From an optimization exercise on the open Yosys and OpenROAD flow, aimed at small area, a short achievable clock period and few clock cycles; shortcuts taken in it are not production practice.
Only the layout flow was run in this run; the RTL was not checked for function there.

==> design.v <==
module geofence (clk, reset, X, Y, valid, is_inside);
    input clk;
    input reset;
    input [9:0] X;
    input [9:0] Y;
    output valid;
    output is_inside;
    reg [3:0] phase;
    reg [9:0] tx, ty;
    reg       vsx, vsy, lsx, lsy, rsx, rsy;
    reg [9:0] vmx_n, vmy, lmx, lmy_n, rmx, rmy_n;
    reg       inside_acc;
    reg       _valid, _inside;
    assign valid = _valid;
    assign is_inside = _inside;
    wire [10:0] ex = {1'b0, X} + {1'b0, ~tx};
    wire [10:0] ey = {1'b0, Y} + {1'b0, ~ty};
    wire        dsx = ~ex[10];
    wire        dsy = ~ey[10];
    wire [9:0]  dmx = dsx ? ~ex[9:0] : ex[9:0] + 10'd1;
    wire [9:0]  dmy = dsy ? ~ey[9:0] : ey[9:0] + 10'd1;
    wire ge_l, ge_r;   
    geofence_cmp cmp_l (.a(lmx), .b(vmy), .cn(vmx_n), .dn(lmy_n), .msb(ge_l));
    geofence_cmp cmp_r (.a(rmx), .b(vmy), .cn(vmx_n), .dn(rmy_n), .msb(ge_r));
    wire s1l = lsx ^ vsy, s2l = vsx ^ lsy;
    wire s1r = rsx ^ vsy, s2r = vsx ^ rsy;
    wire nl1 = s1l, nl0 = s1l ^ (s1l == s2l);
    wire nr1 = s1r, nr0 = s1r ^ (s1r == s2r);
    wire nl = ge_l ? nl1 : nl0;
    wire nr = ge_r ? nr1 : nr0;
    wire active = (phase >= 4'd3) && (phase <= 4'd7);
    wire [3:0] upd_l_t = {nl1 & nr1, nl1 & nr0, nl0 & nr1, nl0 & nr0};
    wire [3:0] upd_r_t = {~nl1 & ~nr1, ~nl1 & ~nr0, ~nl0 & ~nr1, ~nl0 & ~nr0};
    wire [3:0] load_l_t = {4{active}} & upd_l_t;
    wire [3:0] load_r_t = {4{active}} & upd_r_t;
    wire load_l = (phase == 4'd2) | load_l_t[{ge_l, ge_r}];
    wire load_r = (phase == 4'd2) | load_r_t[{ge_l, ge_r}];
    wire wrap = nl & ~nr;
    always @(posedge clk or posedge reset) begin
        if (reset) begin
            phase <= 4'd0;
            _valid <= 1'b0;
            _inside <= 1'b0;
        end else begin
            phase <= (phase == 4'd8) ? 4'd0 : phase + 4'd1;
            _valid <= (phase == 4'd7);
            if (phase == 4'd7) _inside <= inside_acc | wrap;
        end
    end
    always @(posedge clk) begin
        if (phase == 4'd0) begin
            tx <= X;
            ty <= Y;
        end
        vsx <= dsx; vsy <= dsy; vmx_n <= ~dmx; vmy <= dmy;
        if (load_l) begin
            lsx <= vsx; lsy <= vsy; lmx <= ~vmx_n; lmy_n <= ~vmy;
        end
        if (load_r) begin
            rsx <= vsx; rsy <= vsy; rmx <= ~vmx_n; rmy_n <= ~vmy;
        end
        if (phase == 4'd2)
            inside_acc <= 1'b0;
        else if (active & wrap)
            inside_acc <= 1'b1;
    end
endmodule
module geofence_cmp(input [9:0] a,b,cn,dn, output msb);
  wire t1 = a[0] & b[0];
  wire t2 = cn[0] | dn[0];
  wire t3 = a[1] & b[0];
  wire t4 = cn[1] | dn[0];
  wire t5 = a[2] & b[0];
  wire t6 = cn[2] | dn[0];
  wire t7 = a[3] & b[0];
  wire t8 = cn[3] | dn[0];
  wire t9 = a[4] & b[0];
  wire t10 = cn[4] | dn[0];
  wire t11 = a[5] & b[0];
  wire t12 = cn[5] | dn[0];
  wire t13 = a[6] & b[0];
  wire t14 = cn[6] | dn[0];
  wire t15 = a[7] & b[0];
  wire t16 = cn[7] | dn[0];
  wire t17 = a[8] & b[0];
  wire t18 = cn[8] | dn[0];
  wire t19 = a[9] & b[0];
  wire t20 = cn[9] | dn[0];
  wire t21 = a[0] & b[1];
  wire t22 = cn[0] | dn[1];
  wire t23 = a[1] & b[1];
  wire t24 = cn[1] | dn[1];
  wire t25 = a[2] & b[1];
  wire t26 = cn[2] | dn[1];
  wire t27 = a[3] & b[1];
  wire t28 = cn[3] | dn[1];
  wire t29 = a[4] & b[1];
  wire t30 = cn[4] | dn[1];
  wire t31 = a[5] & b[1];
  wire t32 = cn[5] | dn[1];
  wire t33 = a[6] & b[1];
  wire t34 = cn[6] | dn[1];
  wire t35 = a[7] & b[1];
  wire t36 = cn[7] | dn[1];
  wire t37 = a[8] & b[1];
  wire t38 = cn[8] | dn[1];
  wire t39 = a[9] & b[1];
  wire t40 = cn[9] | dn[1];
  wire t41 = a[0] & b[2];
  wire t42 = cn[0] | dn[2];
  wire t43 = a[1] & b[2];
  wire t44 = cn[1] | dn[2];
  wire t45 = a[2] & b[2];
  wire t46 = cn[2] | dn[2];
  wire t47 = a[3] & b[2];
  wire t48 = cn[3] | dn[2];
  wire t49 = a[4] & b[2];
  wire t50 = cn[4] | dn[2];
  wire t51 = a[5] & b[2];
  wire t52 = cn[5] | dn[2];
  wire t53 = a[6] & b[2];
  wire t54 = cn[6] | dn[2];
  wire t55 = a[7] & b[2];
  wire t56 = cn[7] | dn[2];
  wire t57 = a[8] & b[2];
  wire t58 = cn[8] | dn[2];
  wire t59 = a[9] & b[2];
  wire t60 = cn[9] | dn[2];
  wire t61 = a[0] & b[3];
  wire t62 = cn[0] | dn[3];
  wire t63 = a[1] & b[3];
  wire t64 = cn[1] | dn[3];
  wire t65 = a[2] & b[3];
  wire t66 = cn[2] | dn[3];
  wire t67 = a[3] & b[3];
  wire t68 = cn[3] | dn[3];
  wire t69 = a[4] & b[3];
  wire t70 = cn[4] | dn[3];
  wire t71 = a[5] & b[3];
  wire t72 = cn[5] | dn[3];
  wire t73 = a[6] & b[3];
  wire t74 = cn[6] | dn[3];
  wire t75 = a[7] & b[3];
  wire t76 = cn[7] | dn[3];
  wire t77 = a[8] & b[3];
  wire t78 = cn[8] | dn[3];
  wire t79 = a[9] & b[3];
  wire t80 = cn[9] | dn[3];
  wire t81 = a[0] & b[4];
  wire t82 = cn[0] | dn[4];
  wire t83 = a[1] & b[4];
  wire t84 = cn[1] | dn[4];
  wire t85 = a[2] & b[4];
  wire t86 = cn[2] | dn[4];
  wire t87 = a[3] & b[4];
  wire t88 = cn[3] | dn[4];
  wire t89 = a[4] & b[4];
  wire t90 = cn[4] | dn[4];
  wire t91 = a[5] & b[4];
  wire t92 = cn[5] | dn[4];
  wire t93 = a[6] & b[4];
  wire t94 = cn[6] | dn[4];
  wire t95 = a[7] & b[4];
  wire t96 = cn[7] | dn[4];
  wire t97 = a[8] & b[4];
  wire t98 = cn[8] | dn[4];
  wire t99 = a[9] & b[4];
  wire t100 = cn[9] | dn[4];
  wire t101 = a[0] & b[5];
  wire t102 = cn[0] | dn[5];
  wire t103 = a[1] & b[5];
  wire t104 = cn[1] | dn[5];
  wire t105 = a[2] & b[5];
  wire t106 = cn[2] | dn[5];
  wire t107 = a[3] & b[5];
  wire t108 = cn[3] | dn[5];
  wire t109 = a[4] & b[5];
  wire t110 = cn[4] | dn[5];
  wire t111 = a[5] & b[5];
  wire t112 = cn[5] | dn[5];
  wire t113 = a[6] & b[5];
  wire t114 = cn[6] | dn[5];
  wire t115 = a[7] & b[5];
  wire t116 = cn[7] | dn[5];
  wire t117 = a[8] & b[5];
  wire t118 = cn[8] | dn[5];
  wire t119 = a[9] & b[5];
  wire t120 = cn[9] | dn[5];
  wire t121 = a[0] & b[6];
  wire t122 = cn[0] | dn[6];
  wire t123 = a[1] & b[6];
  wire t124 = cn[1] | dn[6];
  wire t125 = a[2] & b[6];
  wire t126 = cn[2] | dn[6];
  wire t127 = a[3] & b[6];
  wire t128 = cn[3] | dn[6];
  wire t129 = a[4] & b[6];
  wire t130 = cn[4] | dn[6];
  wire t131 = a[5] & b[6];
  wire t132 = cn[5] | dn[6];
  wire t133 = a[6] & b[6];
  wire t134 = cn[6] | dn[6];
  wire t135 = a[7] & b[6];
  wire t136 = cn[7] | dn[6];
  wire t137 = a[8] & b[6];
  wire t138 = cn[8] | dn[6];
  wire t139 = a[9] & b[6];
  wire t140 = cn[9] | dn[6];
  wire t141 = a[0] & b[7];
  wire t142 = cn[0] | dn[7];
  wire t143 = a[1] & b[7];
  wire t144 = cn[1] | dn[7];
  wire t145 = a[2] & b[7];
  wire t146 = cn[2] | dn[7];
  wire t147 = a[3] & b[7];
  wire t148 = cn[3] | dn[7];
  wire t149 = a[4] & b[7];
  wire t150 = cn[4] | dn[7];
  wire t151 = a[5] & b[7];
  wire t152 = cn[5] | dn[7];
  wire t153 = a[6] & b[7];
  wire t154 = cn[6] | dn[7];
  wire t155 = a[7] & b[7];
  wire t156 = cn[7] | dn[7];
  wire t157 = a[8] & b[7];
  wire t158 = cn[8] | dn[7];
  wire t159 = a[9] & b[7];
  wire t160 = cn[9] | dn[7];
  wire t161 = a[0] & b[8];
  wire t162 = cn[0] | dn[8];
  wire t163 = a[1] & b[8];
  wire t164 = cn[1] | dn[8];
  wire t165 = a[2] & b[8];
  wire t166 = cn[2] | dn[8];
  wire t167 = a[3] & b[8];
  wire t168 = cn[3] | dn[8];
  wire t169 = a[4] & b[8];
  wire t170 = cn[4] | dn[8];
  wire t171 = a[5] & b[8];
  wire t172 = cn[5] | dn[8];
  wire t173 = a[6] & b[8];
  wire t174 = cn[6] | dn[8];
  wire t175 = a[7] & b[8];
  wire t176 = cn[7] | dn[8];
  wire t177 = a[8] & b[8];
  wire t178 = cn[8] | dn[8];
  wire t179 = a[9] & b[8];
  wire t180 = cn[9] | dn[8];
  wire t181 = a[0] & b[9];
  wire t182 = cn[0] | dn[9];
  wire t183 = a[1] & b[9];
  wire t184 = cn[1] | dn[9];
  wire t185 = a[2] & b[9];
  wire t186 = cn[2] | dn[9];
  wire t187 = a[3] & b[9];
  wire t188 = cn[3] | dn[9];
  wire t189 = a[4] & b[9];
  wire t190 = cn[4] | dn[9];
  wire t191 = a[5] & b[9];
  wire t192 = cn[5] | dn[9];
  wire t193 = a[6] & b[9];
  wire t194 = cn[6] | dn[9];
  wire t195 = a[7] & b[9];
  wire t196 = cn[7] | dn[9];
  wire t197 = a[8] & b[9];
  wire t198 = cn[8] | dn[9];
  wire t199 = a[9] & b[9];
  wire t200 = cn[9] | dn[9];
  wire t201, t202;
  assign {t202, t201} = 1'b1 + t19 + t20;
  wire t203 = 1'b1 ^ t39;
  wire t204 = 1'b1 & t39;
  wire t205, t206;
  assign {t206, t205} = 1'b1 + t13 + t14;
  wire t207, t208;
  assign {t208, t207} = 1'b1 + t15 + t16;
  wire t209, t210;
  assign {t210, t209} = t33 + t34 + t51;
  wire t211 = t52 ^ t69;
  wire t212 = t52 & t69;
  wire t213, t214;
  assign {t214, t213} = 1'b1 + t17 + t18;
  wire t215, t216;
  assign {t216, t215} = t35 + t36 + t53;
  wire t217, t218;
  assign {t218, t217} = t54 + t71 + t72;
  wire t219, t220;
  assign {t220, t219} = t89 + t90 + t107;
  wire t221 = t108 ^ t125;
  wire t222 = t108 & t125;
  wire t223, t224;
  assign {t224, t223} = t37 + t38 + t55;
  wire t225, t226;
  assign {t226, t225} = t56 + t73 + t74;
  wire t227, t228;
  assign {t228, t227} = t91 + t92 + t109;
  wire t229, t230;
  assign {t230, t229} = t110 + t127 + t128;
  wire t231, t232;
  assign {t232, t231} = t145 + t146 + t163;
  wire t233 = t164 ^ t181;
  wire t234 = t164 & t181;
  wire t235, t236;
  assign {t236, t235} = t40 + t57 + t58;
  wire t237, t238;
  assign {t238, t237} = t75 + t76 + t93;
  wire t239, t240;
  assign {t240, t239} = t94 + t111 + t112;
  wire t241, t242;
  assign {t242, t241} = t129 + t130 + t147;
  wire t243, t244;
  assign {t244, t243} = t148 + t165 + t166;
  wire t245, t246;
  assign {t246, t245} = t183 + t184 + t234;
  wire t247, t248;
  assign {t248, t247} = t59 + t60 + t77;
  wire t249, t250;
  assign {t250, t249} = t78 + t95 + t96;
  wire t251, t252;
  assign {t252, t251} = t113 + t114 + t131;
  wire t253, t254;
  assign {t254, t253} = t132 + t149 + t150;
  wire t255, t256;
  assign {t256, t255} = t167 + t168 + t185;
  wire t257, t258;
  assign {t258, t257} = t79 + t80 + t97;
  wire t259, t260;
  assign {t260, t259} = t98 + t115 + t116;
  wire t261, t262;
  assign {t262, t261} = t133 + t134 + t151;
  wire t263, t264;
  assign {t264, t263} = t99 + t100 + t117;
  wire t265, t266;
  assign {t266, t265} = 1'b1 + t9 + t10;
  wire t267, t268;
  assign {t268, t267} = 1'b1 + t11 + t12;
  wire t269, t270;
  assign {t270, t269} = t29 + t30 + t47;
  wire t271 = t48 ^ t65;
  wire t272 = t48 & t65;
  wire t273, t274;
  assign {t274, t273} = t31 + t32 + t49;
  wire t275, t276;
  assign {t276, t275} = t50 + t67 + t68;
  wire t277, t278;
  assign {t278, t277} = t85 + t86 + t103;
  wire t279 = t104 ^ t121;
  wire t280 = t104 & t121;
  wire t281, t282;
  assign {t282, t281} = t70 + t87 + t88;
  wire t283, t284;
  assign {t284, t283} = t105 + t106 + t123;
  wire t285, t286;
  assign {t286, t285} = t124 + t141 + t142;
  wire t287, t288;
  assign {t288, t287} = t280 + t206 + t207;
  wire t289, t290;
  assign {t290, t289} = t126 + t143 + t144;
  wire t291, t292;
  assign {t292, t291} = t161 + t162 + t212;
  wire t293, t294;
  assign {t294, t293} = t208 + t213 + t221;
  wire t295, t296;
  assign {t296, t295} = t210 + t282 + t284;
  wire t297, t298;
  assign {t298, t297} = t182 + t222 + t201;
  wire t299, t300;
  assign {t300, t299} = t214 + t233 + t216;
  wire t301, t302;
  assign {t302, t301} = t218 + t220 + t290;
  wire t303, t304;
  assign {t304, t303} = t223 + t225 + t227;
  wire t305, t306;
  assign {t306, t305} = t202 + t203 + t224;
  wire t307, t308;
  assign {t308, t307} = t226 + t228 + t230;
  wire t309, t310;
  assign {t310, t309} = t232 + t235 + t237;
  wire t311, t312;
  assign {t312, t311} = t239 + t241 + t243;
  wire t313, t314;
  assign {t314, t313} = t186 + t204 + t236;
  wire t315, t316;
  assign {t316, t315} = t238 + t240 + t242;
  wire t317, t318;
  assign {t318, t317} = t244 + t247 + t249;
  wire t319, t320;
  assign {t320, t319} = t251 + t253 + t255;
  wire t321, t322;
  assign {t322, t321} = t152 + t169 + t170;
  wire t323, t324;
  assign {t324, t323} = t187 + t188 + t248;
  wire t325, t326;
  assign {t326, t325} = t250 + t252 + t254;
  wire t327, t328;
  assign {t328, t327} = t256 + t257 + t259;
  wire t329, t330;
  assign {t330, t329} = t118 + t135 + t136;
  wire t331, t332;
  assign {t332, t331} = t153 + t154 + t171;
  wire t333, t334;
  assign {t334, t333} = t172 + t189 + t190;
  wire t335, t336;
  assign {t336, t335} = t258 + t260 + t262;
  wire t337, t338;
  assign {t338, t337} = t119 + t120 + t137;
  wire t339, t340;
  assign {t340, t339} = t138 + t155 + t156;
  wire t341, t342;
  assign {t342, t341} = t173 + t174 + t191;
  wire t343, t344;
  assign {t344, t343} = t139 + t140 + t157;
  wire t345 = 1'b1 ^ t5;
  wire t346 = 1'b1 & t5;
  wire t347, t348;
  assign {t348, t347} = 1'b1 + t7 + t8;
  wire t349, t350;
  assign {t350, t349} = t25 + t26 + t43;
  wire t351, t352;
  assign {t352, t351} = t27 + t28 + t45;
  wire t353, t354;
  assign {t354, t353} = t46 + t63 + t64;
  wire t355 = t81 ^ t82;
  wire t356 = t81 & t82;
  wire t357, t358;
  assign {t358, t357} = t66 + t83 + t84;
  wire t359, t360;
  assign {t360, t359} = t101 + t102 + t356;
  wire t361, t362;
  assign {t362, t361} = t266 + t267 + t271;
  wire t363, t364;
  assign {t364, t363} = t122 + t272 + t205;
  wire t365, t366;
  assign {t366, t365} = t268 + t279 + t270;
  wire t367, t368;
  assign {t368, t367} = t358 + t273 + t275;
  wire t369, t370;
  assign {t370, t369} = t211 + t274 + t276;
  wire t371, t372;
  assign {t372, t371} = t278 + t209 + t281;
  wire t373, t374;
  assign {t374, t373} = t283 + t285 + t364;
  wire t375, t376;
  assign {t376, t375} = t286 + t215 + t217;
  wire t377, t378;
  assign {t378, t377} = t219 + t289 + t288;
  wire t379, t380;
  assign {t380, t379} = t291 + t293 + t370;
  wire t381, t382;
  assign {t382, t381} = t229 + t231 + t292;
  wire t383, t384;
  assign {t384, t383} = t294 + t297 + t296;
  wire t385, t386;
  assign {t386, t385} = t299 + t376 + t301;
  wire t387, t388;
  assign {t388, t387} = t298 + t245 + t300;
  wire t389, t390;
  assign {t390, t389} = t302 + t305 + t304;
  wire t391, t392;
  assign {t392, t391} = t307 + t382 + t309;
  wire t393, t394;
  assign {t394, t393} = t246 + t306 + t308;
  wire t395, t396;
  assign {t396, t395} = t313 + t310 + t312;
  wire t397, t398;
  assign {t398, t397} = t315 + t317 + t319;
  wire t399, t400;
  assign {t400, t399} = t261 + t321 + t314;
  wire t401, t402;
  assign {t402, t401} = t316 + t323 + t318;
  wire t403, t404;
  assign {t404, t403} = t320 + t325 + t327;
  wire t405, t406;
  assign {t406, t405} = t322 + t263 + t329;
  wire t407, t408;
  assign {t408, t407} = t331 + t333 + t324;
  wire t409, t410;
  assign {t410, t409} = t326 + t328 + t335;
  wire t411, t412;
  assign {t412, t411} = t192 + t264 + t330;
  wire t413, t414;
  assign {t414, t413} = t332 + t334 + t337;
  wire t415, t416;
  assign {t416, t415} = t339 + t341 + t336;
  wire t417, t418;
  assign {t418, t417} = t158 + t175 + t176;
  wire t419, t420;
  assign {t420, t419} = t193 + t194 + t338;
  wire t421, t422;
  assign {t422, t421} = t340 + t342 + t343;
  wire t423, t424;
  assign {t424, t423} = t159 + t160 + t177;
  wire t425, t426;
  assign {t426, t425} = t178 + t195 + t196;
  wire t427 = 1'b1 ^ t3;
  wire t428 = 1'b1 & t3;
  wire t429, t430;
  assign {t430, t429} = t6 + t23 + t24;
  wire t431 = t41 ^ t42;
  wire t432 = t41 & t42;
  wire t433, t434;
  assign {t434, t433} = t44 + t61 + t62;
  wire t435, t436;
  assign {t436, t435} = t346 + t432 + t347;
  wire t437, t438;
  assign {t438, t437} = t265 + t348 + t355;
  wire t439, t440;
  assign {t440, t439} = t350 + t434 + t351;
  wire t441, t442;
  assign {t442, t441} = t352 + t354 + t269;
  wire t443, t444;
  assign {t444, t443} = t357 + t438 + t359;
  wire t445, t446;
  assign {t446, t445} = t277 + t360 + t362;
  wire t447, t448;
  assign {t448, t447} = t363 + t365 + t442;
  wire t449, t450;
  assign {t450, t449} = t287 + t366 + t368;
  wire t451, t452;
  assign {t452, t451} = t369 + t446 + t371;
  wire t453, t454;
  assign {t454, t453} = t372 + t295 + t374;
  wire t455, t456;
  assign {t456, t455} = t375 + t377 + t379;
  wire t457, t458;
  assign {t458, t457} = t378 + t303 + t381;
  wire t459, t460;
  assign {t460, t459} = t380 + t383 + t454;
  wire t461, t462;
  assign {t462, t461} = t311 + t384 + t387;
  wire t463, t464;
  assign {t464, t463} = t386 + t389 + t458;
  wire t465, t466;
  assign {t466, t465} = t388 + t390 + t393;
  wire t467, t468;
  assign {t468, t467} = t392 + t395 + t397;
  wire t469, t470;
  assign {t470, t469} = t394 + t399 + t396;
  wire t471, t472;
  assign {t472, t471} = t401 + t398 + t403;
  wire t473, t474;
  assign {t474, t473} = t405 + t400 + t407;
  wire t475, t476;
  assign {t476, t475} = t402 + t404 + t409;
  wire t477, t478;
  assign {t478, t477} = t406 + t411 + t413;
  wire t479, t480;
  assign {t480, t479} = t408 + t410 + t415;
  wire t481, t482;
  assign {t482, t481} = t417 + t412 + t414;
  wire t483, t484;
  assign {t484, t483} = t419 + t421 + t416;
  wire t485, t486;
  assign {t486, t485} = t344 + t418 + t423;
  wire t487, t488;
  assign {t488, t487} = t425 + t420 + t422;
  wire t489, t490;
  assign {t490, t489} = t179 + t180 + t197;
  wire t491, t492;
  assign {t492, t491} = t198 + t424 + t426;
  wire t493 = t4 ^ t21;
  wire t494 = t4 & t21;
  wire t495, t496;
  assign {t496, t495} = t428 + t494 + t345;
  wire t497, t498;
  assign {t498, t497} = t430 + t349 + t433;
  wire t499, t500;
  assign {t500, t499} = t353 + t436 + t437;
  wire t501, t502;
  assign {t502, t501} = t361 + t440 + t441;
  wire t503, t504;
  assign {t504, t503} = t367 + t444 + t445;
  wire t505, t506;
  assign {t506, t505} = t373 + t448 + t449;
  wire t507, t508;
  assign {t508, t507} = t450 + t452 + t453;
  wire t509, t510;
  assign {t510, t509} = t385 + t457 + t456;
  wire t511, t512;
  assign {t512, t511} = t391 + t460 + t461;
  wire t513, t514;
  assign {t514, t513} = t462 + t464 + t465;
  wire t515, t516;
  assign {t516, t515} = t466 + t469 + t468;
  wire t517, t518;
  assign {t518, t517} = t470 + t473 + t472;
  wire t519, t520;
  assign {t520, t519} = t477 + t474 + t476;
  wire t521, t522;
  assign {t522, t521} = t478 + t481 + t483;
  wire t523, t524;
  assign {t524, t523} = t485 + t482 + t487;
  wire t525, t526;
  assign {t526, t525} = t489 + t486 + t491;
  wire t527, t528;
  assign {t528, t527} = t199 + t200 + t490;
  wire t529 = 1'b1 ^ t1;
  wire t530 = 1'b1 & t1;
  wire t531, t532;
  assign {t532, t531} = t22 + t530 + t427;
  wire t533, t534;
  assign {t534, t533} = t431 + t429 + t532;
  wire t535, t536;
  assign {t536, t535} = t496 + t435 + t534;
  wire t537, t538;
  assign {t538, t537} = t498 + t439 + t499;
  wire t539, t540;
  assign {t540, t539} = t500 + t443 + t501;
  wire t541, t542;
  assign {t542, t541} = t502 + t447 + t503;
  wire t543, t544;
  assign {t544, t543} = t504 + t451 + t505;
  wire t545, t546;
  assign {t546, t545} = t455 + t506 + t507;
  wire t547, t548;
  assign {t548, t547} = t459 + t508 + t509;
  wire t549, t550;
  assign {t550, t549} = t463 + t510 + t511;
  wire t551, t552;
  assign {t552, t551} = t467 + t512 + t513;
  wire t553, t554;
  assign {t554, t553} = t471 + t514 + t515;
  wire t555, t556;
  assign {t556, t555} = t475 + t516 + t517;
  wire t557, t558;
  assign {t558, t557} = t479 + t518 + t519;
  wire t559, t560;
  assign {t560, t559} = t480 + t520 + t521;
  wire t561, t562;
  assign {t562, t561} = t484 + t523 + t522;
  wire t563, t564;
  assign {t564, t563} = t488 + t525 + t524;
  wire t565, t566;
  assign {t566, t565} = t492 + t527 + t526;
  wire [20:0] r0 = {1'b0, t528, t564, t562, t560, t558, t556, t554, t552, t550, t548, t546, t544, t542, t540, t538, t536, t497, t495, t493, t2};
  wire [20:0] r1 = {1'b0, t566, t565, t563, t561, t559, t557, t555, t553, t551, t549, t547, t545, t543, t541, t539, t537, t535, t533, t531, t529};
  wire [20:0] s = r0 + r1;
  assign msb = s[20];
endmodule
==> flow/run.sh <==
#!/bin/bash
# The standard layout, with one step added after synthesis: flow/fapol.py
# picks the polarity of each full-adder cell (a full adder is self-dual), of
# each half adder (rebuilt from an xor and an and-type gate) and of 2-input
# and/or gates, so that few inverters are left in the carry-save trees, and
# puts each full adder's latest-arriving input on its fastest pin (CIN);
# cells that drive many pins get a larger drive strength, and cells with a
# stronger size of the same area in the library get that size.
# The registers keep their names and cell types (some get a larger drive
# strength); the other changes are to combinational cells.
# Each tool's output goes to a log here: synth.log, fapol.log, finish.log
# (ORFS also keeps each step's log under orfs/logs).
set -euo pipefail
R=orfs/results/$FLOW_PLATFORM/geofence/base
bash standard.sh synth > synth.log 2>&1
cp $R/1_2_yosys.v $R/1_2_yosys.std.v
python3 flow/fapol.py $R/1_2_yosys.std.v $R/1_2_yosys.v > fapol.log 2>&1
rm -f $R/1_synth.odb $R/1_synth.sdc
bash standard.sh finish > finish.log 2>&1
==> flow/fapol.py <==
#!/usr/bin/env python3
"""Picks signal polarities around the full and half adders of a Yosys netlist.

A full adder is self-dual: FA(~a, ~b, ~c) = (~sum, ~cout), so each sky130 fa
cell may be flipped (inputs and outputs taken complemented). A half adder is
rebuilt from an xor2/xnor2 and a 2-input and-type gate, which take inputs in
either polarity and give outputs in either polarity. 2-input and/nand/or/nor
gates may give their output complemented (and2 <-> nand2, or2 <-> nor2).
Inverters are put back only where a load needs the other polarity of a net
(at most one per net). Flips are chosen by simulated annealing on inverter
count and gate area. Then each full adder gets its latest-arriving input on
CIN, its fastest pin, and its earliest on A. Registers are not touched;
inverters that drive a port or an assign are left alone.
Last, a cell driving many pins gets a larger drive strength, and a cell
whose library has a stronger size of the same area gets that size.
usage: fapol.py in.v out.v [seed]
"""
import re, sys, random, math
from collections import defaultdict
sys.setrecursionlimit(100000)

src = re.sub(r'\(\*.*?\*\)', '', open(sys.argv[1]).read())
seed = int(sys.argv[3]) if len(sys.argv) > 3 else 1
mstart = src.index('module ')
head_end = src.index(');', mstart) + 2
body = src[head_end:src.rindex('endmodule')]
stmts = re.findall(r'\s*(.*?;)', body, re.S)
decls = []; insts = []; others = []
inst_re = re.compile(r'(\S+)\s+(\S+)\s*\((.*)\)\s*;', re.S)
for s in stmts:
    t = s.strip()
    if t.startswith(('wire', 'input', 'output', 'reg')):
        decls.append(t)
    elif t.startswith('assign'):
        others.append(t)
    else:
        m = inst_re.match(t)
        assert m, t
        typ, name, pins = m.groups()
        pm = [(p, n.strip()) for p, n in re.findall(r'\.(\w+)\(([^()]*)\)', pins)]
        insts.append([typ, name, pm])

OUTP = {'X', 'Y', 'Q', 'Q_N', 'SUM', 'COUT', 'HI', 'LO'}
PFX = 'sky130_fd_sc_hd__'
def kind(t):
    b = t[len(PFX):] if t.startswith(PFX) else t
    m = re.fullmatch(r'(\w+?)_(\d+)', b)
    return (m.group(1), m.group(2)) if m else (b, '')
def is_inv(t): return kind(t)[0] == 'inv'
def is_fa(t): return kind(t)[0] == 'fa'
def is_ha(t): return kind(t)[0] == 'ha' and kind(t)[1] == '1'
FLEX = {'and2': 'nand2', 'nand2': 'and2', 'or2': 'nor2', 'nor2': 'or2', 'mux2': 'mux2i', 'mux2i': 'mux2'}
CHEAP = {'nand2', 'nor2', 'mux2i'}
OUTPIN = {'and2': 'X', 'or2': 'X', 'mux2': 'X', 'nand2': 'Y', 'nor2': 'Y', 'mux2i': 'Y'}
def is_flex(t):
    k, d = kind(t)
    return k in FLEX and d in ('0', '1', '2', '4') and (FLEX[k] + '_' + d) in LIBCELLS
LIBCELLS = set(re.findall(r'cell \("' + PFX + r'(\w+)"\)', open('/OpenROAD-flow-scripts/flow/platforms/sky130hd/lib/sky130_fd_sc_hd__tt_025C_1v80.lib').read()))

protected = set()
for o in others:
    for w in re.findall(r'\\?[A-Za-z_][\w$]*(?:\s*\[\d+\])?', o):
        protected.add(w.replace(' ', ''))
for d in decls:
    if d.startswith(('input', 'output')):
        for nm in re.sub(r'^(input|output)\s+(\[[^\]]*\]\s*)?', '', d).rstrip(';').split(','):
            protected.add(nm.strip())
pbase = set(p.split('[')[0].strip() for p in protected)
def is_prot(n): return n in protected or n.split('[')[0].strip() in pbase

drv = {}
for k, (t, n, pm) in enumerate(insts):
    for p, net in pm:
        if p in OUTP: drv[net] = k
removable = set()
for k, (t, n, pm) in enumerate(insts):
    if is_inv(t):
        d = dict(pm)
        if not is_prot(d['Y']) and d['A'] in drv:
            removable.add(k)
def root(net):
    par = 0
    while net in drv and drv[net] in removable:
        net = dict(insts[drv[net]][2])['A']; par ^= 1
    return net, par

fa_set = set(k for k, (t, n, pm) in enumerate(insts) if is_fa(t)
             and not any(is_prot(net) for p, net in pm if p in OUTP))
ha_set = set(k for k, (t, n, pm) in enumerate(insts) if is_ha(t)
             and not any(is_prot(net) for p, net in pm if p in OUTP))
flex_set = set(k for k, (t, n, pm) in enumerate(insts) if k not in removable and is_flex(t)
               and not any(is_prot(net) for p, net in pm if p in OUTP))
fa_ids = sorted(fa_set)

loads = defaultdict(list)   # root net -> [(inst, pin index, parity)]
for k, (t, n, pm) in enumerate(insts):
    if k in removable: continue
    for i, (p, net) in enumerate(pm):
        if p in OUTP: continue
        r, par = root(net)
        loads[r].append((k, i, par))
flip = defaultdict(int)
def drv_kind(r):
    k = drv.get(r)
    if k in fa_set: return 'fa'
    if k in ha_set or k in flex_set: return 'free'
    return 'fixed'
def wants(r):
    w = set()
    for (k, i, par) in loads[r]:
        if k in ha_set: continue          # a half adder takes either polarity
        w.add(par ^ (flip[k] if k in fa_set else 0))
    return w
def choose(r):
    """(driver polarity, cost) for root net r"""
    w = wants(r)
    dk = drv_kind(r)
    if dk == 'fa':
        d = flip[drv[r]]
    elif dk == 'free':
        if len(w) == 1: d = next(iter(w))
        else:
            d = 1 if kind(insts[drv[r]][0])[0] in FLEX and FLEX.get(kind(insts[drv[r]][0])[0]) in CHEAP and len(w) == 2 else 0
            if kind(insts[drv[r]][0])[0] in CHEAP: d = 0
    else:
        d = 0
    cost = 1.0 if any(x != d for x in w) else 0.0
    k = drv.get(r)
    if k in flex_set:
        base = kind(insts[k][0])[0]
        now = base if d == 0 else FLEX[base]
        if now not in CHEAP: cost += 0.67
    return d, cost
touch = {}
for k in fa_ids:
    s = set()
    for p, net in insts[k][2]:
        s.add(root(net)[0] if p not in OUTP else net)
    touch[k] = s
allnets = list(set(loads.keys()) | set(n for n in drv if drv[n] not in removable))
cost = sum(choose(r)[1] for r in allnets)
start = cost
rng = random.Random(seed)
best = cost; bestflip = dict(flip)
steps = 300000
for step in range(steps):
    T = 2.0 * (1 - step / steps) + 0.01
    k = rng.choice(fa_ids)
    before = sum(choose(r)[1] for r in touch[k])
    flip[k] ^= 1
    after = sum(choose(r)[1] for r in touch[k])
    d = after - before
    if d <= 0 or rng.random() < math.exp(-d / T):
        cost += d
        if cost < best - 1e-9:
            best = cost; bestflip = dict(flip)
    else:
        flip[k] ^= 1
flip = defaultdict(int, bestflip)
sys.stderr.write(f'cost {start:.1f} -> {best:.1f}; flipped {sum(flip.values())} of {len(fa_ids)} adders\n')

# rebuild
pol = {}
for r in allnets: pol[r] = choose(r)[0]
new_insts = []; new_wires = []; invnet = {}
cnt = [0]
def fresh(prefix):
    cnt[0] += 1
    return f'_{prefix}{cnt[0]}_'
def get_inv(r):
    if r not in invnet:
        n = fresh('pol'); invnet[r] = n; new_wires.append(n)
        new_insts.append([PFX + 'inv_1', fresh('polinv'), [('A', r), ('Y', n)]])
    return invnet[r]
rewired = {}; inpol = {}
for r, ls in loads.items():
    d = pol.get(r, 0)
    for (k, i, par) in ls:
        if k in ha_set:
            rewired[(k, i)] = r
            inpol[(k, i)] = par ^ d        # physical = wanted ^ inpol
            continue
        w = par ^ (flip[k] if k in fa_set else 0)
        rewired[(k, i)] = get_inv(r) if w != d else r
out_insts = []
for k, (t, n, pm) in enumerate(insts):
    if k in removable: continue
    pm2 = [(p, rewired.get((k, i), net)) for i, (p, net) in enumerate(pm)]
    if k in flex_set:
        outn = [v for p, v in pm2 if p in OUTP][0]
        if pol.get(outn, 0):
            b, dstr = kind(t)
            t = PFX + FLEX[b] + '_' + dstr
            op = OUTPIN[FLEX[b]]
            pm2 = [((op if p in ('X', 'Y') else p), v) for p, v in pm2]
    if k in ha_set:
        d = dict(pm2)
        pa = inpol[(k, [p for p, v in pm].index('A'))]
        pb = inpol[(k, [p for p, v in pm].index('B'))]
        ps = pol.get(d['SUM'], 0); pc = pol.get(d['COUT'], 0)
        A, B = d['A'], d['B']
        xt = 'xor2_1' if (pa ^ pb ^ ps) == 0 else 'xnor2_1'
        out_insts.append([PFX + xt, n + 's', [('A', A), ('B', B), ('X' if xt == 'xor2_1' else 'Y', d['SUM'])]])
        # carry: a & b, inputs physical A = a ^ pa, B = b ^ pb, output c ^ pc
        if pa == 0 and pb == 0:
            ct, pins = ('and2_1', 'X') if pc == 0 else ('nand2_1', 'Y'), [('A', A), ('B', B)]
        elif pa == 1 and pb == 1:
            ct, pins = ('nor2_1', 'Y') if pc == 0 else ('or2_1', 'X'), [('A', A), ('B', B)]
        else:
            An, Bp = (A, B) if pa == 1 else (B, A)   # An carries ~x, Bp carries y
            ct, pins = ('and2b_1', 'X') if pc == 0 else ('nand2b_1', 'Y'), [('A_N', An), ('B', Bp)]
        out_insts.append([PFX + ct[0], n + 'c', pins + [(ct[1], d['COUT'])]])
        continue
    out_insts.append([t, n, pm2])
out_insts += new_insts

# pin order of full adders by estimated arrival
FA_D = {'A': (0.57, 0.45), 'B': (0.54, 0.42), 'CIN': (0.52, 0.40)}
odrv = {}
for idx, (t, n, pm) in enumerate(out_insts):
    for p, net in pm:
        if p in OUTP: odrv[net] = (idx, p)
SEQ = ('dfxtp', 'dfrtp', 'edfxtp', 'dfstp', 'dfbbp', 'dfxbp', 'dfrbp', 'sdf', 'dlx', 'conb')
arr = {}
def arrival(net):
    if net in arr: return arr[net]
    d = odrv.get(net)
    if d is None:
        arr[net] = 0.0; return 0.0
    t, n, pm = out_insts[d[0]]
    b = kind(t)[0]
    if b.startswith(SEQ):
        arr[net] = 0.4; return 0.4
    arr[net] = 0.0
    ins = [(p, v) for p, v in pm if p not in OUTP]
    if is_fa(t):
        k = 0 if d[1] == 'SUM' else 1
        a = max(arrival(v) + FA_D[p][k] for p, v in ins)
    else:
        dl = 0.06 if b == 'inv' else 0.25 if b.startswith('x') else 0.2
        a = max([arrival(v) for p, v in ins] or [0.0]) + dl
    arr[net] = a
    return a
swapped = 0
for _ in range(3):
    arr.clear()
    for idx, (t, n, pm) in enumerate(out_insts):
        if not is_fa(t): continue
        d = dict(pm)
        nets = sorted([d['A'], d['B'], d['CIN']], key=arrival)
        new = {'A': nets[0], 'B': nets[1], 'CIN': nets[2]}
        if new != {'A': d['A'], 'B': d['B'], 'CIN': d['CIN']}:
            swapped += 1
            out_insts[idx][2] = [(p, new.get(p, v)) for p, v in pm]
sys.stderr.write(f'adders with inputs reordered: {swapped}\n')

# drive strength by fanout: a cell (not a full or half adder, inverter or
# buffer) that drives 4 or more pins (counted through buffers) gets the _2 size, 8 or more the _4 size,
# where the library has it; nothing is made smaller
fo = defaultdict(int)
for t, n, pm in out_insts:
    for p, v in pm:
        if p not in OUTP: fo[v] += 1
# buffers left by synthesis (removed by the floorplan step) count through
ldr = defaultdict(list)
for t, n, pm in out_insts:
    for p, v in pm:
        if p not in OUTP: ldr[v].append((t, pm))
def eff_fo(v, depth=0):
    tot = 0
    for t, pm in ldr[v]:
        if kind(t)[0] in ('buf', 'clkbuf') and depth < 20:
            tot += sum(eff_fo(w, depth + 1) for p, w in pm if p in OUTP)
        else:
            tot += 1
    return tot
for v in list(fo): fo[v] = eff_fo(v)
upsized = 0
for idx, (t, n, pm) in enumerate(out_insts):
    b, dstr = kind(t)
    if not dstr or b in ('fa', 'ha', 'inv', 'buf', 'clkbuf', 'conb'): continue
    outs = [v for p, v in pm if p in OUTP]
    if not outs: continue
    f = max(fo[v] for v in outs)
    want = 4 if f >= 8 else 2 if f >= 4 else 0
    if not want: continue
    for size in (want, 2):
        if size and int(dstr) < size and f'{b}_{size}' in LIBCELLS:
            out_insts[idx][0] = PFX + f'{b}_{size}'
            upsized += 1
            break
# sizes the library gives at the same area: take the stronger one
SAME = {('a21bo', '1'): '2', ('a21boi', '0'): '1', ('a31o', '1'): '2', ('and2', '0'): '1',
        ('and4bb', '1'): '2', ('inv', '1'): '2', ('mux2', '1'): '2', ('o211a', '1'): '2',
        ('o21ai', '0'): '1', ('o21ba', '1'): '2', ('o221a', '1'): '2', ('o311ai', '0'): '1',
        ('or2', '0'): '2', ('or2', '1'): '2', ('or3b', '1'): '2', ('or4b', '1'): '2'}
for idx, (t, n, pm) in enumerate(out_insts):
    k = kind(t)
    if k in SAME and t.startswith(PFX):
        out_insts[idx][0] = PFX + k[0] + '_' + SAME[k]
        upsized += 1
sys.stderr.write(f'cells upsized: {upsized}\n')

out = [src[:head_end]]
for d in decls: out.append('  ' + d)
for w in new_wires: out.append(f'  wire {w};')
for t, n, pm in out_insts:
    pins = ',\n'.join(f'    .{p}({v}' + (' )' if v.startswith('\\') else ')') for p, v in pm)
    name = n if not n.startswith('\\') else n
    out.append(f'  {t} {name} (\n{pins}\n  );')
for o in others: out.append('  ' + o)
out.append('endmodule')
open(sys.argv[2], 'w').write('\n'.join(out) + '\n')
cnt_inv = sum(1 for t, n, pm in out_insts if is_inv(t))
sys.stderr.write(f'inverters {sum(1 for t,n,pm in insts if is_inv(t))} -> {cnt_inv}\n')
==> standard.sh <==
#!/bin/bash
# synth_recipe.tcl (not shown) runs the flow's synth.tcl, then flattens the netlist and writes it again
# the make line also repeats each setting of config.mk as NAME=value (left out here)
make -C /OpenROAD-flow-scripts/flow DESIGN_CONFIG=/design/flow/config.mk WORK_HOME=/design/flow/orfs CLKGATE_MAP_FILE= SYNTH_SCRIPT=/design/flow/synth_recipe.tcl "${@:-finish}"
==> config.mk <==
export PLATFORM = sky130hd
export DESIGN_NAME = geofence
export DESIGN_NICKNAME = geofence
export VERILOG_FILES = /design/flow/design.v
export SDC_FILE = /design/flow/constraint.sdc
export NUM_CORES = 4
export LEC_CHECK = 0
export ABC_AREA = 1
export ABC_CLOCK_PERIOD_IN_PS = 6000
export CAP_MARGIN = 20
export CORE_MARGIN = 2
export CORE_UTILIZATION = 60
export SETUP_SLACK_MARGIN = 5
export SLEW_MARGIN = 20
==> constraint.sdc <==
create_clock -name core_clock -period 12.0 [get_ports {clk}]
set_input_delay 2.4000 -clock core_clock [delete_from_list [all_inputs] [get_ports {clk}]]
set_output_delay 2.4000 -clock core_clock [all_outputs]
set_load 0.01 [all_outputs]
==> reports/results.txt <==
outcome = finished clean
share of cells above drive strength 1 = 12.07%
Crit path required time = 11.98 ns
Placed Area = 14850 sq um
crit start category = flip-flop
Clock Latency Late Sink = 0.35 ns
# H-tree levels = 3
die area = 25360 sq um
post-CTS setup buffers = 0
DPL Wire Length = 28290 um
hold path depth = 2
Final Critical Period = 6.117 ns
Max Cap Violations = 0
clock root cell = clkbuf_16
Worst Path Max Fanout = 22
cts bufs inserted = 9
crit-path max cell delay = 0.65 ns
GR Overflow Total = 0
Finish-stage setup viols = 0
Non-Filler Instances = 1736
HP Start = inside_acc
pin count of the biggest net entering global routing = 23
Mean Syn Cell Area = 10.06 sq um
post-route ant nets = 0
clock slew at reported path FFs = 0.07 ns
CP max-delay cell = o21ai_4
Die Y = 159.3 um
Synthesized Nets = 1789
Post-Syn Area = 14460 sq um
worst-path cell chain = inv_2 -> and2_1 -> fa_1 -> fa_1 -> fa_1 -> fa_1 -> fa_1 -> fa_1 -> xor2_1 -> nand2_1 -> nor2_1 -> nand4_1 -> nor2_1 -> nand2_1 -> nand4_1 -> nand2_1 -> o21ai_4
first-pass GRT wire length = 59110 um
# DRC = 0
setup TNS = 0 ns
CTS tree = built
Layout Nets = 1764
most used cell, CP = fa_1
final wirelength = 36370 um
vias post-DR = 9919
Antenna Diode Count = 0
Fin. Hold Viols = 0
initial antenna violation count = 0
CP Capture Type = flip-flop
post-route cell area = 15160 sq um
DIE WIDTH = 159.3 um
vias in the first global route = 11000
drt wl/cell = 20.95 um
crit path DAT = 6.10 ns
cells on worst reg2reg path = 17
Hold Crit Class = reg2reg
Crit Path Category = reg2reg
R2R Setup Slk = 5.88 ns
Rel. slew slack = 51.32%
CTS max path bufs = 2
RSZ-0062 raised after global routing = false
YS warnings = 1
Via-to-Cell Ratio = 5.714
gpl congestion = 0.9328
initial core utilization = 61.43%
total clock sinks = 93
FF-to-FF End = lmx[8]
Row Count = 56
Layout area overhead = 4.862%
I/O pin count = 24
Port Buffers = 23
Slew Limit Fails = 0
core area = 23540 sq um
Post-Syn Instances = 1437
first-pass iteration count of the detailed router = 7
upper clock frequency limit = 0.1635 GHz
Post-Place Cells = 1720
Hold Path End = inside_acc
reg2reg start = lmy_n[3]
fin crit share = 50.98%
Iteration-0 DRC Markers = 815
Clock Skew = 0.009464 ns
Slew @ Worst Pin = 0.7275 ns
total track usage = 30.94%
Post-CTS Hold Fix Bufs = 0
PostCTS Resize Cnt = 0
## cell usage in the layout (no fill, tap or decap), types with 2 or more instances in the layout
cell type / count
clkinv_4: 7
clkbuf_16: 9
o21ai_1: 12
nor2_1: 154
o21bai_1: 3
dfxtp_2: 3
dfxtp_4: 19
nand2_4: 2
xnor2_1: 22
nand3b_1: 6
a21oi_2: 2
xnor2_2: 15
dfrtp_1: 3
or2_2: 5
nor2_2: 2
dfrtp_2: 2
nand2_2: 3
a21oi_1: 29
nand2_1: 330
edfxtp_1: 64
inv_2: 88
a21o_1: 2
clkdlybuf4s50_1: 23
nand3_1: 25
xor2_2: 3
and2b_1: 24
fa_1: 330
a21boi_1: 3
nand3_2: 2
xor2_1: 77
and2_1: 108
nand2b_1: 18
nand4_1: 7
## layer usage
metal  wire (um)  track usage [%]  up-vias
li1            -                -     4324
met1       13440            39.37     4986
met2       18100            52.45      492
met3        3256            5.939      117
met4        1577            12.89        0
met5           0           0.1894        -
## area by class of cell
type | instances | area, sq um
inverter | 93 | 374.1
clock inverter | 7 | 86.33
tap | 319 | 399.1
multi-input combinational | 1192 | 11240
timing repair buffer | 23 | 230.2
sequential | 93 | 2614
fill | 1936 | 8378
clock buffer | 9 | 225.2
## worst max-delay path by stage
stage / cells past startpoint / endpoint / startpoint / slack (ns)
after floorplan: 19 / lmx[0] / vmy[0] / 6.62
after global placement: 17 / lmy_n[1] / lmy_n[5] / 5.91
after detailed placement: 17 / lmy_n[1] / lmy_n[5] / 5.93
after CTS: 17 / lmy_n[1] / lmy_n[5] / 5.91
after global routing: 17 / lmx[8] / lmy_n[5] / 5.53
final: 17 / lmx[8] / lmy_n[3] / 5.88
## registers in the layout, indices dropped and copies added, names as in the netlist, 4 cells and up
signal and count:
lmx 10, lmy_n 10, phase 4, rmx 10, rmy_n 10, tx 10, ty 10, vmx_n 10
vmy 10
## worst max-delay path: cells and delay by family, from the launching register on
| family | cells | cell delay [ns] |
|---|---|---|
| adder cells (fa/ha/maj) | 6 | 2.98 |
| XOR/XNOR | 1 | 0.19 |
| buffers and inverters | 1 | 0.14 |
| AND/OR/NAND/NOR | 8 | 1.22 |
| AO/OA/AOI/OAI | 1 | 0.65 |
| flip-flops | 1 | 0.56 |
## through the flow
stage                     util (%)  hold slack, ns  setup WS [ns]
final                        64.41          0.4831          5.883
after global routing         64.41          0.4925          5.533
after CTS                    64.41          0.4811          5.906
after detailed placement     63.09          0.4640          5.928
after global placement       63.09          0.4566          5.909
after floorplan                  -          0.4429          6.620

static timing again, ports no longer ideal:
Ports are ideal in the flow. The routed layout listed here was re-timed in OpenROAD. Step 1: set_driving_cell puts a clkbuf_16 on clk and a buf_2 on each other input, an assumption about the parent block. Step 2 times the ports against the registers' clock, not the clock port: input delays grow and output delays shrink by t, the midpoint of the rising clock arrivals with the driver on. Slacks: ideal / step 1 / step 2; pairs: ideal / step 1.
shift t [ns]: 0.394
setup slack, ns: 5.883 / 5.883 / 5.883
worst slew at a driven data input, ns: 0.03
After both steps setup and hold are still met in this run. For this run, drivers alone change the setup slack by 0.000 ns; drivers and shift together by 0.000 ns.
